Context: an optimization exercise on an open-source flow, tuned for small area and a short achievable clock period. The choices shown serve that exercise and are no tape-out recipe.
At most, simulation tests tie the RTL to the original design; equivalence was not proved.

==> inputs of run a <==
==> flow/design.v (excerpt) <==
module ROTATING_VECTORING(clk,xi,yi,xf,yf);
 input clk;
 input [15:0] xi,yi;
 output [15:0] xf,yf;
  reg [15:0] a0, b0, c0;    
  reg        n0;            
  wire [15:0] a0n, b0n, c0n;
  wire [15:0] d0n;
  addc0 u_b0(.a(xi), .b(yi), .ci(1'b0), .s(b0n));
  add01 u_a0(.a(xi), .b(~yi), .s0(d0n), .s1(a0n));
  assign c0n = ~d0n;
  always @(posedge clk) begin
    a0 <= a0n; b0 <= b0n; c0 <= c0n; n0 <= yi[15];
  end
  wire [15:0] vx0 = n0 ? a0 : b0;
  wire [15:0] vy0 = n0 ? b0 : c0;
  reg [15:0] vx1r, vy1r;
  wire [15:0] vx1n_op = {{1{vy0[15]}}, vy0[15:1]} ^ {16{~(~vy0[15])}};
  wire [15:0] vy1n_op = {{1{vx0[15]}}, vx0[15:1]} ^ {16{~vy0[15]}};
  wire vx1n_ci = (vy0[15] & (|vy0[0:0])) ^ ~(~vy0[15]);
  wire vy1n_ci = (vx0[15] & (|vx0[0:0])) ^ (~vy0[15]);
  wire [15:0] vx1n_a = vx0;
  wire [15:0] vx1n_b = vx1n_op;
  wire [16:0] vx1n_g0 = {vx1n_a & vx1n_b, vx1n_ci};
  wire [16:0] vx1n_p0 = {vx1n_a ^ vx1n_b, 1'b0};
  wire [16:0] vx1n_g1, vx1n_p1;
  assign vx1n_g1[0] = vx1n_g0[0];
  assign vx1n_p1[0] = vx1n_p0[0];
  assign vx1n_g1[1] = vx1n_g0[1] | (vx1n_p0[1] & vx1n_g0[0]);
  assign vx1n_p1[1] = vx1n_p0[1] & vx1n_p0[0];
  assign vx1n_g1[2] = vx1n_g0[2];
  assign vx1n_p1[2] = vx1n_p0[2];
  assign vx1n_g1[3] = vx1n_g0[3] | (vx1n_p0[3] & vx1n_g0[2]);
  assign vx1n_p1[3] = vx1n_p0[3] & vx1n_p0[2];
  assign vx1n_g1[4] = vx1n_g0[4];
  assign vx1n_p1[4] = vx1n_p0[4];
  assign vx1n_g1[5] = vx1n_g0[5] | (vx1n_p0[5] & vx1n_g0[4]);
  assign vx1n_p1[5] = vx1n_p0[5] & vx1n_p0[4];
  assign vx1n_g1[6] = vx1n_g0[6];
  assign vx1n_p1[6] = vx1n_p0[6];
  assign vx1n_g1[7] = vx1n_g0[7] | (vx1n_p0[7] & vx1n_g0[6]);
  assign vx1n_p1[7] = vx1n_p0[7] & vx1n_p0[6];
  assign vx1n_g1[8] = vx1n_g0[8];
  assign vx1n_p1[8] = vx1n_p0[8];
  assign vx1n_g1[9] = vx1n_g0[9] | (vx1n_p0[9] & vx1n_g0[8]);
  assign vx1n_p1[9] = vx1n_p0[9] & vx1n_p0[8];
  assign vx1n_g1[10] = vx1n_g0[10];
  assign vx1n_p1[10] = vx1n_p0[10];
  ...
clock: 12.0 ns
lec_check: 0
cap_margin: 20
core_margin: 2
core_utilization: 40
slew_margin: 20
synth_hierarchical: 1
standard.sh (not shown) runs the stock make flow with config.mk's settings and CLKGATE_MAP_FILE= SYNTH_SCRIPT=/design/flow/synth_recipe.tcl, a recipe that flattens the netlist after the stock synthesis.
==> flow/flow/run.sh <==
#!/bin/bash
# Own layout flow: the standard ORFS flow, with timing repair aimed at a
# slack margin below the clock period and stronger port buffers.
set -euo pipefail
export SETUP_SLACK_MARGIN=8.4
export BUFFER_PORTS_ARGS="-buffer_cell sky130_fd_sc_hd__buf_2"
export CTS_ARGS="-sink_clustering_enable -repair_clock_nets -dont_use_dummy_load -sink_clustering_size 20 -sink_clustering_max_diameter 50 -buf_list {sky130_fd_sc_hd__clkbuf_8 sky130_fd_sc_hd__clkbuf_16}"
bash standard.sh > standard_flow.log 2>&1
==> run b: changes against run a <==
--- a/flow/design.v
+++ b/flow/design.v
@@ -1,18 +1,17 @@
 module ROTATING_VECTORING(clk,xi,yi,xf,yf);
  input clk;
  input [15:0] xi,yi;
  output [15:0] xf,yf;
   reg [15:0] a0, b0, c0;    
   reg        n0;            
   wire [15:0] a0n, b0n, c0n;
-  wire [15:0] d0n;
-  addc0 u_b0(.a(xi), .b(yi), .ci(1'b0), .s(b0n));
-  add01 u_a0(.a(xi), .b(~yi), .s0(d0n), .s1(a0n));
-  assign c0n = ~d0n;
+  addc0 u_a0(.a(xi), .b(~yi), .ci(1'b1), .s(a0n));
+  addc0 u_b0(.a(xi), .b(yi),  .ci(1'b0), .s(b0n));
+  addc0 u_c0(.a(yi), .b(~xi), .ci(1'b1), .s(c0n));
   always @(posedge clk) begin
     a0 <= a0n; b0 <= b0n; c0 <= c0n; n0 <= yi[15];
   end
   wire [15:0] vx0 = n0 ? a0 : b0;
   wire [15:0] vy0 = n0 ? b0 : c0;
   reg [15:0] vx1r, vy1r;
   wire [15:0] vx1n_op = {{1{vy0[15]}}, vy0[15:1]} ^ {16{~(~vy0[15])}};
@@ -6384,30 +6383,7 @@
           assign p[(l+1)*17+i] = p[l*17+i];
         end
       end
     end
   endgenerate
   assign s = a ^ b ^ g[5*17+15:5*17];
 endmodule
-module add01(input [15:0] a, input [15:0] b, output [15:0] s0, output [15:0] s1);
-  wire [5*16-1:0] g, p;
-  assign g[15:0] = a & b;
-  assign p[15:0] = a ^ b;
-  genvar i, l;
-  generate
-    for (l = 0; l < 4; l = l + 1) begin : lv
-      for (i = 0; i < 16; i = i + 1) begin : nd
-        if (i >= (1 << l)) begin : c
-          assign g[(l+1)*16+i] = g[l*16+i] | (p[l*16+i] & g[l*16+i-(1<<l)]);
-          assign p[(l+1)*16+i] = p[l*16+i] & p[l*16+i-(1<<l)];
-        end else begin : t
-          assign g[(l+1)*16+i] = g[l*16+i];
-          assign p[(l+1)*16+i] = p[l*16+i];
-        end
-      end
-    end
-  endgenerate
-  wire [15:0] c0 = {g[4*16+14:4*16], 1'b0};
-  wire [15:0] c1 = {g[4*16+14:4*16] | p[4*16+14:4*16], 1'b1};
-  assign s0 = p[15:0] ^ c0;
-  assign s1 = p[15:0] ^ c1;
-endmodule
==> flow/flow/run.sh (replaced) <==
#!/bin/bash
# Own layout flow: the standard ORFS flow, with timing repair aimed at a
# slack margin below the clock period and stronger port buffers.
set -euo pipefail
export SETUP_SLACK_MARGIN=8.4
export BUFFER_PORTS_ARGS="-buffer_cell sky130_fd_sc_hd__buf_2"
export CTS_ARGS="-sink_clustering_enable -repair_clock_nets -dont_use_dummy_load -buf_list {sky130_fd_sc_hd__clkbuf_4 sky130_fd_sc_hd__clkbuf_8}"
bash standard.sh > standard_flow.log 2>&1
- CORE_UTILIZATION: 40 -> 55
==> run summary <==
Critical path depth is the same in run a and run b. Between run a and run b, the lower non-clock buffer count is in run b (gap 25). Of run a and run b, run a has the higher die area (gap about 36%, measured against run b). Of run b and run a, run a has the higher maximum frequency (gap 1.9%, measured against run a). Of run a and run b, run b has the higher count of clock-buffer cells in the layout (gap 21).
==> figures <==
| metric | run a | run b |
|---|---|---|
| Clock slew at reported path FFs | 0.07 ns | 0.06 ns |
| Result of the run | complete, no violations | complete, no violations |
| Largest fanout of any net on the critical path | 6 | 5 |
| Non-clock inverter instance count of the final layout | 371 | 370 |
| Antenna violations before repair | 0 | 1 |
| Core box area | 90010 um2 | 65860 um2 |
| Largest net degree at the start of global routing | 47 | 49 |
| Yosys top cell area share | 29.98% | 29.72% |
| Routed met2 length | 35120 um | 38760 um |
| DR WL met3 | 2132 um | 2716 um |
Only the layout flow was run in run a; the RTL was not checked for function there.


==> inputs of 05-03 <==
ROTATING_VECTORING, a different RTL version from the one above (not shown whole).
Settings: LEC_CHECK=0, CAP_MARGIN=20, CORE_MARGIN=2, CORE_UTILIZATION=40, PLACE_DENSITY=0.75, SLEW_MARGIN=20, SYNTH_HIERARCHICAL=1; clock period 12.0 ns.
==> flow/flow/run.sh <==
#!/bin/bash
# Own layout flow: the standard ORFS flow, with timing repair aimed at a
# slack margin below the clock period and stronger port buffers.
set -euo pipefail
export SETUP_SLACK_MARGIN=8.5
export BUFFER_PORTS_ARGS="-buffer_cell sky130_fd_sc_hd__buf_2"
export CTS_ARGS="-sink_clustering_enable -repair_clock_nets -dont_use_dummy_load -root_buf sky130_fd_sc_hd__clkbuf_16 -sink_clustering_size 12 -sink_clustering_max_diameter 50 -buf_list {sky130_fd_sc_hd__clkbuf_4 sky130_fd_sc_hd__clkbuf_8}"
bash standard.sh > standard_flow.log 2>&1
==> 08-08 (differences from 05-03) <==
--- a/flow/flow/run.sh
+++ b/flow/flow/run.sh
@@ -1,6 +1,10 @@
 #!/bin/bash
-# Own layout flow: the standard ORFS flow, with timing repair aimed at a
-# slack margin below the clock period and stronger port buffers.
+# Own layout flow: the standard ORFS flow (standard.sh, unchanged synthesis),
+# with these changes to how the layout is made:
+#  - every port still gets a buffer, a buf_2 instead of the default delay buffer;
+#  - clock tree: no dummy loads, clusters of up to 12 flip-flops, a clkbuf_16 root
+#    and clkbuf_4/8 elsewhere (one balanced tree for all registers).
+# The make output goes to standard_flow.log, each tool's log to orfs/logs/.
 set -euo pipefail
-export SETUP_SLACK_MARGIN=8.5
+export SETUP_SLACK_MARGIN=8.6
 export BUFFER_PORTS_ARGS="-buffer_cell sky130_fd_sc_hd__buf_2"
==> 08-18 (differences from 05-03) <==
--- a/flow/flow/run.sh
+++ b/flow/flow/run.sh
@@ -1,6 +1,10 @@
 #!/bin/bash
-# Own layout flow: the standard ORFS flow, with timing repair aimed at a
-# slack margin below the clock period and stronger port buffers.
+# Own layout flow: the standard ORFS flow (standard.sh, unchanged synthesis),
+# with these changes to how the layout is made:
+#  - every port still gets a buffer, a buf_2 instead of the default delay buffer;
+#  - clock tree: no dummy loads, clusters of up to 12 flip-flops, a clkbuf_16 root
+#    and clkbuf_4/8 elsewhere (one balanced tree for all registers).
+# The make output goes to standard_flow.log, each tool's log to orfs/logs/.
 set -euo pipefail
-export SETUP_SLACK_MARGIN=8.5
+export SETUP_SLACK_MARGIN=8.6
 export BUFFER_PORTS_ARGS="-buffer_cell sky130_fd_sc_hd__buf_2"
CORE_UTILIZATION = 50   (was 40)
PLACE_DENSITY = 0.85   (was 0.75)
==> notes <==
Wire length, lowest first: 05-03, 08-08, 08-18. Cell area: 08-18 is smaller than 08-08 (about 1.3%). Critical path depth is the same in 08-08 and 05-03. Against 08-18, the die area of 08-08 is higher by 25%. Of 08-08 and 05-03, 08-08 has the higher non-clock buffer count (gap 18).
==> figures <==
item	08-08	08-18	05-03
Die area	0.0892 sq mm	0.0716 sq mm	0.0892 sq mm
Effective utilization at floorplan	0.402	0.506	0.402
Post-route minimum period	3.40 ns	3.47 ns	3.44 ns
Post-detailed-placement half-perimeter wirelength	55900 um	55600 um	56100 um
Slew at the pin closest to its max-slew limit	0.909 ns	1.06 ns	0.974 ns
Finished Cell Area	0.0382 sq mm	0.0377 sq mm	0.0377 sq mm
Clock-pin slew reported for the worst setup and hold paths after clock tree synthesis	0.07 ns	0.07 ns	0.08 ns
Multi-input gate share of the layout cell area	0.619	0.626	0.623
Status	timing/DRC/antenna clean	timing/DRC/antenna clean	timing/DRC/antenna clean
FF/Latch Area	0.00988 sq mm	0.00988 sq mm	0.00986 sq mm
Drt via density	5.04	5.37	5.05
Routed length on met3	2210 um	2570 um	2370 um

## port drivers added, routing unchanged
The results above use ideal ports. As a check the final layouts listed here were re-extracted and re-timed, cells and wires unchanged. Step 1, drivers: a clkbuf_16 drives clk and a buf_2 each remaining input, both assumed. Step 2 times the ports against the registers' clock, not the clock port: input delays grow and output delays shrink by t, the midpoint of the rising clock arrivals with the driver on. Slacks: ideal ports / drivers / drivers and shift; pairs: ideal ports / drivers.
run | shift t [ns] | setup slack, ns | hold slack, ns
run a | 0.647 | 8.459 / 8.488 / 7.854 | 0.329 / 0.329 / 0.329
run b | 0.701 | 8.391 / 8.433 / 7.733 | 0.332 / 0.332 / 0.332
05-03 | 0.615 | 8.559 / 8.496 / 7.989 | 0.318 / 0.318 / 0.318
08-08 | 0.609 | 8.600 / 8.540 / 8.031 | 0.328 / 0.328 / 0.328
08-18 | 0.603 | 8.535 / 8.527 / 7.973 | 0.310 / 0.310 / 0.310
After both steps every run listed still meets setup and hold. The setup slack of run b, which loses most, moves by +0.042 ns with the drivers and by -0.658 ns with both steps.
